Background: an optimization exercise with open tools, aiming at small area. Do not read the settings as production practice.
Function was checked by simulation only, so behaviour that the tests miss may differ from the original.
Power and IR drop assume default switching activity. The flow treats the clock pin as an ideal source, which a real chip does not have.

north:
Design apb_uart, start of the top module:
module apb_uart #(
    parameter SYSTEM_FREQUENCY = 50_000_000,
    parameter SAMPLING_RATE = 16
)(
    input pclk,
    input preset_n,
    input psel,
    input penable,
    input pwrite,
    input[11:0] paddr,
    input[3:0] pstrb,
    input[31:0] pwdata,
    output pready,
    output pslverr,
    output[31:0] prdata,
    output irq,
    output logic baud_o,
    output logic tick_rx,
    input cts_n,
    input rx,
    output tx,
    output rts_n
);
Size in the first run: roughly 1800 cells after synthesis, about 94 I/O pins.
==> flow/config.mk <==
export PLATFORM = sky130hd
export DESIGN_NAME = apb_uart
export DESIGN_NICKNAME = apb_uart
export VERILOG_FILES = /design/flow/design.v
export SDC_FILE = /design/flow/constraint.sdc
export NUM_CORES = 4
export LEC_CHECK = 0
export CAP_MARGIN = 20
export CORE_MARGIN = 2
export CORE_UTILIZATION = 70
export SLEW_MARGIN = 20
export SYNTH_HIERARCHICAL = 1
==> flow/constraint.sdc <==
create_clock -name core_clock -period 20.0 [get_ports {pclk}]
set_input_delay 4.0000 -clock core_clock [delete_from_list [all_inputs] [get_ports {pclk}]]
set_output_delay 4.0000 -clock core_clock [all_outputs]
set_load 0.01 [all_outputs]
standard.sh (not shown) runs the stock make flow with config.mk's settings and CLKGATE_MAP_FILE= SYNTH_SCRIPT=/design/flow/synth_recipe.tcl, a recipe that flattens the netlist after the stock synthesis.
==> flow/flow/run.sh <==
#!/bin/bash
# The standard ORFS layout (standard.sh) with three changes:
#  - synthesis maps the logic with an area-oriented ABC script (flow/area.abc)
#    instead of ORFS's speed script; everything else in synthesis, including
#    the flip-flop mapping and register names, is ORFS's own synth.tcl;
#  - ports are buffered with the smallest buffer instead of clkdlybuf4s50_1;
#  - clock tree: clkbuf_16 leaf clusters and no dummy loads.
# Each tool's output goes to a log file in this folder (and ORFS's own logs).
set -euo pipefail
here=$(pwd)
# ORFS synth.tcl, with the logic-mapping ABC call pointed at our script
sed 's|^\(\s*\)log_cmd abc {\*}\$abc_args|\1lset abc_args 1 '"$here"'/flow/area.abc\n\1log_cmd abc {*}$abc_args|' \
  "$FLOW_HOME/scripts/synth.tcl" > "$here/synth_area.tcl"
grep -q "flow/area.abc" "$here/synth_area.tcl"
sed 's|source \$::env(SCRIPTS_DIR)/synth.tcl|source '"$here"'/synth_area.tcl|' synth_recipe.tcl > "$here/synth_recipe_area.tcl"
grep -q "synth_area.tcl" "$here/synth_recipe_area.tcl"
sed 's|SYNTH_SCRIPT=[^ ]*|SYNTH_SCRIPT='"$here"'/synth_recipe_area.tcl|' standard.sh > "$here/standard_area.sh"
grep -q "synth_recipe_area.tcl" "$here/standard_area.sh"
export BUFFER_PORTS_ARGS="-buffer_cell sky130_fd_sc_hd__buf_1"
export CTS_ARGS="-sink_clustering_enable -repair_clock_nets -buf_list sky130_fd_sc_hd__clkbuf_16 -sink_clustering_size 30 -sink_clustering_max_diameter 100 -dont_use_dummy_load"
bash "$here/standard_area.sh" > flow_make.log 2>&1
==> flow/flow/area.abc <==
&get -n
&st
&dc2
&dch -f
&nf -R 1000
&put
### north -> south
==> flow/flow/run.sh <==
#!/bin/bash
# The standard ORFS layout (standard.sh) with these changes:
#  - synthesis maps the logic with an area-oriented ABC script (flow/area.abc)
#    instead of ORFS's speed script, without the weakest (_0) gate variants;
#    everything else in synthesis, including the flip-flop mapping and
#    register names, is ORFS's own synth.tcl;
#  - ports are buffered with the smallest buffer instead of clkdlybuf4s50_1;
#  - clock tree: clkbuf_16 leaf clusters and no dummy loads;
#  - if the routed layout still has an antenna violation, routing is redone
#    with more antenna repair iterations, and if that does not clear it,
#    placement onwards is redone at a slightly lower utilisation.
# Each tool's output goes to a log file in this folder (and ORFS's own logs).
set -euo pipefail
here=$(pwd)
# ORFS synth.tcl, with the logic-mapping ABC call pointed at our script
# The weakest (_0) variants of a few gates have the same area as the _1
# variants; mapping to the _1 variants leaves fewer nets for the resizer to
# buffer.
weak="sky130_fd_sc_hd__o21ai_0 sky130_fd_sc_hd__a21boi_0 sky130_fd_sc_hd__and2_0 sky130_fd_sc_hd__o311ai_0 sky130_fd_sc_hd__or2_0"
sed 's|^\(\s*\)log_cmd abc {\*}\$abc_args|\1lset abc_args 1 '"$here"'/flow/area.abc\n\1foreach c {'"$weak"'} { lappend abc_args -dont_use $c }\n\1log_cmd abc {*}$abc_args|' \
  "$FLOW_HOME/scripts/synth.tcl" > "$here/synth_area.tcl"
grep -q "flow/area.abc" "$here/synth_area.tcl"
sed 's|source \$::env(SCRIPTS_DIR)/synth.tcl|source '"$here"'/synth_area.tcl|' synth_recipe.tcl > "$here/synth_recipe_area.tcl"
grep -q "synth_area.tcl" "$here/synth_recipe_area.tcl"
sed 's|SYNTH_SCRIPT=[^ ]*|SYNTH_SCRIPT='"$here"'/synth_recipe_area.tcl|' standard.sh > "$here/standard_area.sh"
grep -q "synth_recipe_area.tcl" "$here/standard_area.sh"
export BUFFER_PORTS_ARGS="-buffer_cell sky130_fd_sc_hd__buf_1"
export CTS_ARGS="-sink_clustering_enable -repair_clock_nets -buf_list sky130_fd_sc_hd__clkbuf_16 -sink_clustering_size 30 -sink_clustering_max_diameter 100 -dont_use_dummy_load"

results=$(sed -n 's|^if \[\[ -f \(.*\)/6_final.odb \]\]; then$|\1|p' standard.sh)

antennas() { # number of antenna violations in the final layout ($1: log name)
  printf 'read_db %s\nputs "ANTENNA_VIOLATIONS [check_antennas]"\n' "$results/6_final.odb" > "$here/antennas.tcl"
  openroad -no_init -exit "$here/antennas.tcl" > "$here/antennas_$1.log" 2>&1 || true
  sed -n 's/^ANTENNA_VIOLATIONS \([0-9]*\)$/\1/p' "$here/antennas_$1.log" | tail -1
}

bash "$here/standard_area.sh" > flow_make.log 2>&1
n=$(antennas 1)
if [[ "$n" != "0" ]]; then
  bash "$here/standard_area.sh" clean_route clean_finish > flow_make_clean2.log 2>&1
  bash "$here/standard_area.sh" MAX_REPAIR_ANTENNAS_ITER_GRT=10 MAX_REPAIR_ANTENNAS_ITER_DRT=15 finish \
    > flow_make_2.log 2>&1
  n=$(antennas 2)
fi
if [[ "$n" != "0" ]]; then
  bash "$here/standard_area.sh" clean_floorplan clean_place clean_cts clean_route clean_finish \
    > flow_make_clean3.log 2>&1
  bash "$here/standard_area.sh" CORE_UTILIZATION=65 MAX_REPAIR_ANTENNAS_ITER_GRT=10 \
    MAX_REPAIR_ANTENNAS_ITER_DRT=15 finish > flow_make_3.log 2>&1
  antennas 3 > /dev/null
fi
-- flow/flow/area.abc --
<<< north, line 6
&put
>>> south, line 6
&put
mfs3 -ae
topo
Findings:
Relative to north, south degrades power dissipated in the clock network.
Sequential share of layout area was lower in the run labelled north.
north → south: final area now smaller, cell count now smaller.
south supports a lower top clock frequency than north.
Between north and south, the difference in total vias in the final route is negligible.
The met3 global-route usage reported for south is greater than that of north by 1.9 points.
For proportion of cell area occupied by multi-input gates, north and south come out practically identical.
Between north and south, the synthesized cell count figures differ only marginally.
Here is what was changed in the inputs of east compared with south.
-- flow/flow/run.sh --
<<< south, line 3
#  - synthesis maps the logic with an area-oriented ABC script (flow/area.abc)
#    instead of ORFS's speed script, without the weakest (_0) gate variants;
#    everything else in synthesis, including the flip-flop mapping and
#    register names, is ORFS's own synth.tcl;
#  - ports are buffered with the smallest buffer instead of clkdlybuf4s50_1;
>>> east, line 3
#  - synthesis maps the logic with an area-oriented ABC script (flow/area.abc)
#    instead of ORFS's speed script; everything else in synthesis, including
#    the flip-flop mapping and register names, is ORFS's own synth.tcl;
#  - ports are buffered with the smallest buffer instead of clkdlybuf4s50_1;
<<< south, line 15
# ORFS synth.tcl, with the logic-mapping ABC call pointed at our script
# The weakest (_0) variants of a few gates have the same area as the _1
# variants; mapping to the _1 variants leaves fewer nets for the resizer to
# buffer.
weak="sky130_fd_sc_hd__o21ai_0 sky130_fd_sc_hd__a21boi_0 sky130_fd_sc_hd__and2_0 sky130_fd_sc_hd__o311ai_0 sky130_fd_sc_hd__or2_0"
sed 's|^\(\s*\)log_cmd abc {\*}\$abc_args|\1lset abc_args 1 '"$here"'/flow/area.abc\n\1foreach c {'"$weak"'} { lappend abc_args -dont_use $c }\n\1log_cmd abc {*}$abc_args|' \
  "$FLOW_HOME/scripts/synth.tcl" > "$here/synth_area.tcl"
>>> east, line 14
# ORFS synth.tcl, with the logic-mapping ABC call pointed at our script
sed 's|^\(\s*\)log_cmd abc {\*}\$abc_args|\1lset abc_args 1 '"$here"'/flow/area.abc\n\1log_cmd abc {*}$abc_args|' \
  "$FLOW_HOME/scripts/synth.tcl" > "$here/synth_area.tcl"
<<< south, line 27
export BUFFER_PORTS_ARGS="-buffer_cell sky130_fd_sc_hd__buf_1"
export CTS_ARGS="-sink_clustering_enable -repair_clock_nets -buf_list sky130_fd_sc_hd__clkbuf_16 -sink_clustering_size 30 -sink_clustering_max_diameter 100 -dont_use_dummy_load"

>>> east, line 22
export BUFFER_PORTS_ARGS="-buffer_cell sky130_fd_sc_hd__buf_1"
export CTS_ARGS="-sink_clustering_enable -repair_clock_nets -buf_list \"sky130_fd_sc_hd__clkbuf_8 sky130_fd_sc_hd__clkbuf_16\" -sink_clustering_size 30 -sink_clustering_max_diameter 100 -dont_use_dummy_load"

==> flow/flow/area.abc <==
&get -n
&st
&dc2
&dch -f
&nf -R 1000
&put
### Flow results
Total vias in the final route of east is on par with south. On multi-input gate count, east and south are neck and neck. Density: east denser than south.
Edits applied to the flow inputs when going from east to west:
-- flow/flow/run.sh --
<<< east, line 22
export BUFFER_PORTS_ARGS="-buffer_cell sky130_fd_sc_hd__buf_1"
export CTS_ARGS="-sink_clustering_enable -repair_clock_nets -buf_list \"sky130_fd_sc_hd__clkbuf_8 sky130_fd_sc_hd__clkbuf_16\" -sink_clustering_size 30 -sink_clustering_max_diameter 100 -dont_use_dummy_load"

>>> west, line 22
export BUFFER_PORTS_ARGS="-buffer_cell sky130_fd_sc_hd__buf_1"
export CTS_ARGS="-sink_clustering_enable -repair_clock_nets -buf_list sky130_fd_sc_hd__clkbuf_16 -sink_clustering_size 34 -sink_clustering_max_diameter 100 -dont_use_dummy_load"

## What came out
Taking east as the reference, in west reg-to-reg setup timing slack has decreased; share of cells above drive strength 1 neither gained nor lost much; post-synthesis xor/xnor area fraction has remained practically unchanged; final instance area comparable. The time the worst path needs with I/O delays and setup of east and that of west are within noise of each other. In summary, west completed successfully, with a layout that passed the timing, DRC and antenna checks. Going from east to west, setup slack of the critical path after layout essentially unchanged; worst hold slack after final layout essentially unchanged; sequential share of layout area essentially unchanged.
For middle, these inputs were changed with respect to west:
Settings: CORE_UTILIZATION changed from 70 to 75.
-- flow/flow/run.sh --
<<< west, line 3
#  - synthesis maps the logic with an area-oriented ABC script (flow/area.abc)
#    instead of ORFS's speed script; everything else in synthesis, including
#    the flip-flop mapping and register names, is ORFS's own synth.tcl;
#  - ports are buffered with the smallest buffer instead of clkdlybuf4s50_1;
>>> middle, line 3
#  - synthesis maps the logic with an area-oriented ABC script (flow/area.abc)
#    instead of ORFS's speed script, without the weakest (_0) gate variants;
#    everything else in synthesis, including the flip-flop mapping and
#    register names, is ORFS's own synth.tcl;
#  - ports are buffered with the smallest buffer instead of clkdlybuf4s50_1;
<<< west, line 14
# ORFS synth.tcl, with the logic-mapping ABC call pointed at our script
sed 's|^\(\s*\)log_cmd abc {\*}\$abc_args|\1lset abc_args 1 '"$here"'/flow/area.abc\n\1log_cmd abc {*}$abc_args|' \
  "$FLOW_HOME/scripts/synth.tcl" > "$here/synth_area.tcl"
>>> middle, line 15
# ORFS synth.tcl, with the logic-mapping ABC call pointed at our script
# The weakest (_0) variants of a few gates have the same area as the _1
# variants; mapping to the _1 variants leaves fewer nets for the resizer to
# buffer.
weak="sky130_fd_sc_hd__o21ai_0 sky130_fd_sc_hd__a21boi_0 sky130_fd_sc_hd__and2_0 sky130_fd_sc_hd__o311ai_0 sky130_fd_sc_hd__or2_0"
sed 's|^\(\s*\)log_cmd abc {\*}\$abc_args|\1lset abc_args 1 '"$here"'/flow/area.abc\n\1foreach c {'"$weak"'} { lappend abc_args -dont_use $c }\n\1log_cmd abc {*}$abc_args|' \
  "$FLOW_HOME/scripts/synth.tcl" > "$here/synth_area.tcl"
<<< west, line 22
export BUFFER_PORTS_ARGS="-buffer_cell sky130_fd_sc_hd__buf_1"
export CTS_ARGS="-sink_clustering_enable -repair_clock_nets -buf_list sky130_fd_sc_hd__clkbuf_16 -sink_clustering_size 34 -sink_clustering_max_diameter 100 -dont_use_dummy_load"

>>> middle, line 27
export BUFFER_PORTS_ARGS="-buffer_cell sky130_fd_sc_hd__buf_1"
export CTS_ARGS="-sink_clustering_enable -repair_clock_nets -buf_list sky130_fd_sc_hd__clkbuf_16 -sink_clustering_size 30 -sink_clustering_max_diameter 100 -dont_use_dummy_load"

==> results.txt <==
- [diff] worst path setup slack after routing, middle relative to west: regression
- From west to middle the numbers moved as follows: number of cells on the critical path has increased, minimum clock period after layout +0.038 ns, clock power shows an increase of 3.6%, fraction of final layout cells with drive strength greater than 1 fell by 0.66 points.

========
Setup of v6:
apb_uart, a different RTL version from the one above (not shown whole).
Size in the first run: roughly 670 flip-flops.
make LEC_CHECK=0 CAP_MARGIN=20 CORE_MARGIN=2 CORE_UTILIZATION=70 CTS_BUF_LIST=sky130_fd_sc_hd__clkbuf_16 CTS_CLUSTER_DIAMETER=100 CTS_CLUSTER_SIZE=30 SLEW_MARGIN=20 finish   # period 20.0 ns
run.sh (not shown) runs the stock make flow with config.mk's settings and CLKGATE_MAP_FILE= SYNTH_SCRIPT=/design/flow/synth_recipe.tcl, a recipe that flattens the netlist after the stock synthesis.
Stock flow here: none of the scripts above is used.
Modified inputs, v7 compared to v6
diff --git a/flow/config.mk b/flow/config.mk
--- a/flow/config.mk
+++ b/flow/config.mk
@@ -10,5 +10,5 @@
 export CORE_UTILIZATION = 70
-export CTS_BUF_LIST = sky130_fd_sc_hd__clkbuf_16
+export CTS_BUF_LIST = sky130_fd_sc_hd__clkbuf_8
 export CTS_CLUSTER_DIAMETER = 100
-export CTS_CLUSTER_SIZE = 30
+export CTS_CLUSTER_SIZE = 18
 export SLEW_MARGIN = 20
[summary]
Min number of inserted filler cells in the final layout across v7 and v6: v6. Per the comparison of v7 with v6, final core utilization barely changed, final area stayed essentially flat. Between v7 and v6, the difference in global-route usage is negligible. v7: hold slack 0.0077 ns below v6.

========
Setup of build 98:
apb_uart with an RTL version that a note above also has.
For scale: roughly 1800 cells after synthesis, roughly 94 I/O pins, about 25000 um2 of cells after synthesis.
## apb_uart
module apb_uart #(
    parameter SYSTEM_FREQUENCY = 50_000_000,
    parameter SAMPLING_RATE = 16
)(
    input pclk,
    input preset_n,
    input psel,
    input penable,
    input pwrite,
    input[11:0] paddr,
    input[3:0] pstrb,
    input[31:0] pwdata,
    output pready,
    output pslverr,
    output[31:0] prdata,
    output irq,
    output logic baud_o,
    output logic tick_rx,
    input cts_n,
    input rx,
    output tx,
    output rts_n
);
    localparam logic [11:0] ADDR_TDR = 12'h000;
    localparam logic [11:0] ADDR_RDR = 12'h004;
    localparam logic [11:0] ADDR_LCR = 12'h008;
    localparam logic [11:0] ADDR_OCR = 12'h00C;
    localparam logic [11:0] ADDR_LSR = 12'h010;
    localparam logic [11:0] ADDR_FCR = 12'h014;
    localparam logic [11:0] ADDR_IER = 12'h018;
    localparam logic [11:0] ADDR_IIR = 12'h01C;
    localparam logic [11:0] ADDR_HCR = 12'h020;
    logic psel_d, penable_d;
    always_ff @(posedge pclk or negedge preset_n) begin
  ...
==> flow/config.mk <==
export PLATFORM = sky130hd
export DESIGN_NAME = apb_uart
export DESIGN_NICKNAME = apb_uart
export VERILOG_FILES = /design/flow/design.v
export SDC_FILE = /design/flow/constraint.sdc
export NUM_CORES = 4
export LEC_CHECK = 0
export CAP_MARGIN = 20
export CORE_MARGIN = 2
export CORE_UTILIZATION = 70
export GPL_TIMING_DRIVEN = 0
export SLEW_MARGIN = 20
export SYNTH_HIERARCHICAL = 1
==> flow/constraint.sdc <==
create_clock -name core_clock -period 20.0 [get_ports {pclk}]
set_input_delay 4.0000 -clock core_clock [delete_from_list [all_inputs] [get_ports {pclk}]]
set_output_delay 4.0000 -clock core_clock [all_outputs]
set_load 0.01 [all_outputs]
standard.sh (not shown) runs the stock make flow with config.mk's settings and CLKGATE_MAP_FILE= SYNTH_SCRIPT=/design/flow/synth_recipe.tcl, a recipe that flattens the netlist after the stock synthesis.
==> flow/flow/run.sh <==
#!/bin/bash
# The standard ORFS layout (standard.sh) with these changes:
#  - synthesis maps the logic with an area-oriented ABC script (flow/area.abc)
#    instead of ORFS's speed script; everything else in synthesis, including
#    the flip-flop mapping and register names, is ORFS's own synth.tcl;
#  - ports are buffered with the smallest buffer instead of clkdlybuf4s50_1;
#  - clock tree: clkbuf_16 leaf clusters and no dummy loads;
#  - if the routed layout still has an antenna violation, routing is redone
#    with more antenna repair iterations, and if that does not clear it,
#    placement onwards is redone at a slightly lower utilisation.
# Each tool's output goes to a log file in this folder (and ORFS's own logs).
set -euo pipefail
here=$(pwd)
# ORFS synth.tcl, with the logic-mapping ABC call pointed at our script
sed 's|^\(\s*\)log_cmd abc {\*}\$abc_args|\1lset abc_args 1 '"$here"'/flow/area.abc\n\1log_cmd abc {*}$abc_args|' \
  "$FLOW_HOME/scripts/synth.tcl" > "$here/synth_area.tcl"
grep -q "flow/area.abc" "$here/synth_area.tcl"
sed 's|source \$::env(SCRIPTS_DIR)/synth.tcl|source '"$here"'/synth_area.tcl|' synth_recipe.tcl > "$here/synth_recipe_area.tcl"
grep -q "synth_area.tcl" "$here/synth_recipe_area.tcl"
sed 's|SYNTH_SCRIPT=[^ ]*|SYNTH_SCRIPT='"$here"'/synth_recipe_area.tcl|' standard.sh > "$here/standard_area.sh"
grep -q "synth_recipe_area.tcl" "$here/standard_area.sh"
export BUFFER_PORTS_ARGS="-buffer_cell sky130_fd_sc_hd__buf_1"
export CTS_ARGS="-sink_clustering_enable -repair_clock_nets -buf_list sky130_fd_sc_hd__clkbuf_16 -sink_clustering_size 30 -sink_clustering_max_diameter 100 -dont_use_dummy_load"

results=$(sed -n 's|^if \[\[ -f \(.*\)/6_final.odb \]\]; then$|\1|p' standard.sh)

antennas() { # number of antenna violations in the final layout ($1: log name)
  printf 'read_db %s\nputs "ANTENNA_VIOLATIONS [check_antennas]"\n' "$results/6_final.odb" > "$here/antennas.tcl"
  openroad -no_init -exit "$here/antennas.tcl" > "$here/antennas_$1.log" 2>&1 || true
  sed -n 's/^ANTENNA_VIOLATIONS \([0-9]*\)$/\1/p' "$here/antennas_$1.log" | tail -1
}

bash "$here/standard_area.sh" > flow_make.log 2>&1
n=$(antennas 1)
if [[ "$n" != "0" ]]; then
  bash "$here/standard_area.sh" clean_route clean_finish > flow_make_clean2.log 2>&1
  bash "$here/standard_area.sh" MAX_REPAIR_ANTENNAS_ITER_GRT=10 MAX_REPAIR_ANTENNAS_ITER_DRT=15 finish \
    > flow_make_2.log 2>&1
  n=$(antennas 2)
fi
if [[ "$n" != "0" ]]; then
  bash "$here/standard_area.sh" clean_floorplan clean_place clean_cts clean_route clean_finish \
    > flow_make_clean3.log 2>&1
  bash "$here/standard_area.sh" CORE_UTILIZATION=65 MAX_REPAIR_ANTENNAS_ITER_GRT=10 \
    MAX_REPAIR_ANTENNAS_ITER_DRT=15 finish > flow_make_3.log 2>&1
  antennas 3 > /dev/null
fi
Other scripts of this flow, unchanged in this note and not shown: flow/flow/area.abc
The following lists how build 73 was set up differently from build 98:
Settings: GPL_TIMING_DRIVEN: 0 -> unset.
-- flow/flow/run.sh --
<<< build 98, line 3
#  - synthesis maps the logic with an area-oriented ABC script (flow/area.abc)
#    instead of ORFS's speed script; everything else in synthesis, including
#    the flip-flop mapping and register names, is ORFS's own synth.tcl;
#  - ports are buffered with the smallest buffer instead of clkdlybuf4s50_1;
>>> build 73, line 3
#  - synthesis maps the logic with an area-oriented ABC script (flow/area.abc)
#    instead of ORFS's speed script, without the weakest (_0) gate variants;
#    everything else in synthesis, including the flip-flop mapping and
#    register names, is ORFS's own synth.tcl;
#  - ports are buffered with the smallest buffer instead of clkdlybuf4s50_1;
<<< build 98, line 14
# ORFS synth.tcl, with the logic-mapping ABC call pointed at our script
sed 's|^\(\s*\)log_cmd abc {\*}\$abc_args|\1lset abc_args 1 '"$here"'/flow/area.abc\n\1log_cmd abc {*}$abc_args|' \
  "$FLOW_HOME/scripts/synth.tcl" > "$here/synth_area.tcl"
>>> build 73, line 15
# ORFS synth.tcl, with the logic-mapping ABC call pointed at our script
# The weakest (_0) variants of a few gates have the same area as the _1
# variants; mapping to the _1 variants leaves fewer nets for the resizer to
# buffer.
weak="sky130_fd_sc_hd__o21ai_0 sky130_fd_sc_hd__a21boi_0 sky130_fd_sc_hd__and2_0 sky130_fd_sc_hd__o311ai_0 sky130_fd_sc_hd__or2_0"
sed 's|^\(\s*\)log_cmd abc {\*}\$abc_args|\1lset abc_args 1 '"$here"'/flow/area.abc\n\1foreach c {'"$weak"'} { lappend abc_args -dont_use $c }\n\1log_cmd abc {*}$abc_args|' \
  "$FLOW_HOME/scripts/synth.tcl" > "$here/synth_area.tcl"
==> comparison <==
Non-clock buffer count, build 98 and build 73, lower one = build 98. Cell at the slowest stage of the critical path: sky130_fd_sc_hd__or4_1 -> build 73, sky130_fd_sc_hd__nor4_1 -> build 98. Status: height of the chip parity (build 73, build 98). In build 73 relative to build 98, highest clock frequency the design can meet had gone up by a few percent. Changes observed in build 73 relative to build 98: routability-driven placement congestion ratio increased by 5.8% relative to the old numbers; met3 usage rose by 1.2 points; fraction of area in registers has increased. Diff build 98 -> build 73 | total length of routed met3 wires | increase of 1.1 mm.
diff inputs: build 73 => build 24
Settings: a change of CAP_MARGIN from 20 to 5; a change of SLEW_MARGIN from 20 to 5.
-- flow/flow/run.sh --
<<< build 73, line 3
#  - synthesis maps the logic with an area-oriented ABC script (flow/area.abc)
#    instead of ORFS's speed script, without the weakest (_0) gate variants;
#    everything else in synthesis, including the flip-flop mapping and
#    register names, is ORFS's own synth.tcl;
#  - ports are buffered with the smallest buffer instead of clkdlybuf4s50_1;
>>> build 24, line 3
#  - synthesis maps the logic with an area-oriented ABC script (flow/area.abc)
#    instead of ORFS's speed script; everything else in synthesis, including
#    the flip-flop mapping and register names, is ORFS's own synth.tcl;
#  - ports are buffered with the smallest buffer instead of clkdlybuf4s50_1;
<<< build 73, line 15
# ORFS synth.tcl, with the logic-mapping ABC call pointed at our script
# The weakest (_0) variants of a few gates have the same area as the _1
# variants; mapping to the _1 variants leaves fewer nets for the resizer to
# buffer.
weak="sky130_fd_sc_hd__o21ai_0 sky130_fd_sc_hd__a21boi_0 sky130_fd_sc_hd__and2_0 sky130_fd_sc_hd__o311ai_0 sky130_fd_sc_hd__or2_0"
sed 's|^\(\s*\)log_cmd abc {\*}\$abc_args|\1lset abc_args 1 '"$here"'/flow/area.abc\n\1foreach c {'"$weak"'} { lappend abc_args -dont_use $c }\n\1log_cmd abc {*}$abc_args|' \
  "$FLOW_HOME/scripts/synth.tcl" > "$here/synth_area.tcl"
>>> build 24, line 14
# ORFS synth.tcl, with the logic-mapping ABC call pointed at our script
sed 's|^\(\s*\)log_cmd abc {\*}\$abc_args|\1lset abc_args 1 '"$here"'/flow/area.abc\n\1log_cmd abc {*}$abc_args|' \
  "$FLOW_HOME/scripts/synth.tcl" > "$here/synth_area.tcl"
[summary]
- Having completed the whole flow, build 24 delivered a layout that passed the timing, DRC and antenna checks.
- Share of power burned in combinational logic across build 73 and build 24: no real change.
- In build 24, count of fill cells added during filler insertion is lower than in build 73.
- Build 24 ends up with a switching share of total power that is 0.24 points lower than in build 73.
- | maximum clock rate | build 24 vs build 73 | ≈ equal |
- Taking build 73 as the reference, in build 24 longest individual stage delay on the worst path barely changed; post-route clock period utilization barely changed.
- As far as number of logic stages on the critical path including buffering goes, build 73 and build 24 are indistinguishable; the numbers are identical.
- Build 24 vs. build 73: routing usage on met1 went down 2.7 points, total detailed-routing wirelength went up 430 um, endpoint arrival time on the critical path went down 30 ps.
- Total area of multi-input combinational cells of build 24 is on par with build 73.

separate check: timing with driven ports:
How much do the figures lean on ideal ports? The routed layouts below were timed once more, with nothing changed but the port constraints. Step 1 assumes that a clkbuf_16 drives the clock port and a buf_2 every other input. Step 2 moves the port delays by t, midway between the first and last clock arrival at a register: inputs arrive t later, outputs are due t later. That takes back most of the time a late clock gives input paths. Three values: ideal, step 1, step 2; two values: the first two.
run | t (ns) | setup slack, ns | latest minus earliest clock arrival (ns) | worst register clock-pin slew, ns | worst data-port slew with drivers (ns)
north | 0.621 | 10.415 / 10.395 / 10.395 | 0.054 / 0.053 | 0.11 / 0.11 | 0.07
south | 0.631 | 10.339 / 10.316 / 10.316 | 0.018 / 0.018 | 0.12 / 0.12 | 0.07
east | 0.621 | 10.415 / 10.395 / 10.395 | 0.054 / 0.053 | 0.11 / 0.11 | 0.07
west | 0.605 | 10.413 / 10.393 / 10.393 | 0.059 / 0.059 | 0.12 / 0.12 | 0.07
middle | 0.631 | 10.375 / 10.353 / 10.353 | 0.034 / 0.033 | 0.12 / 0.12 | 0.11
v6 | 0.646 | 9.082 / 9.048 / 9.048 | 0.040 / 0.040 | 0.12 / 0.12 | 0.06
v7 | 0.700 | 9.046 / 9.009 / 9.009 | 0.032 / 0.031 | 0.12 / 0.12 | 0.06
build 98 | 0.629 | 10.187 / 10.157 / 10.157 | 0.040 / 0.039 | 0.12 / 0.12 | 0.08
build 73 | 0.641 | 10.401 / 10.380 / 10.380 | 0.038 / 0.039 | 0.12 / 0.12 | 0.06
build 24 | 0.619 | 10.428 / 10.407 / 10.407 | 0.019 / 0.019 | 0.11 / 0.11 | 0.07
After both steps setup and hold are still met in every run listed. For v7, which loses most, drivers alone change the setup slack by -0.037 ns; drivers and shift together by -0.037 ns.
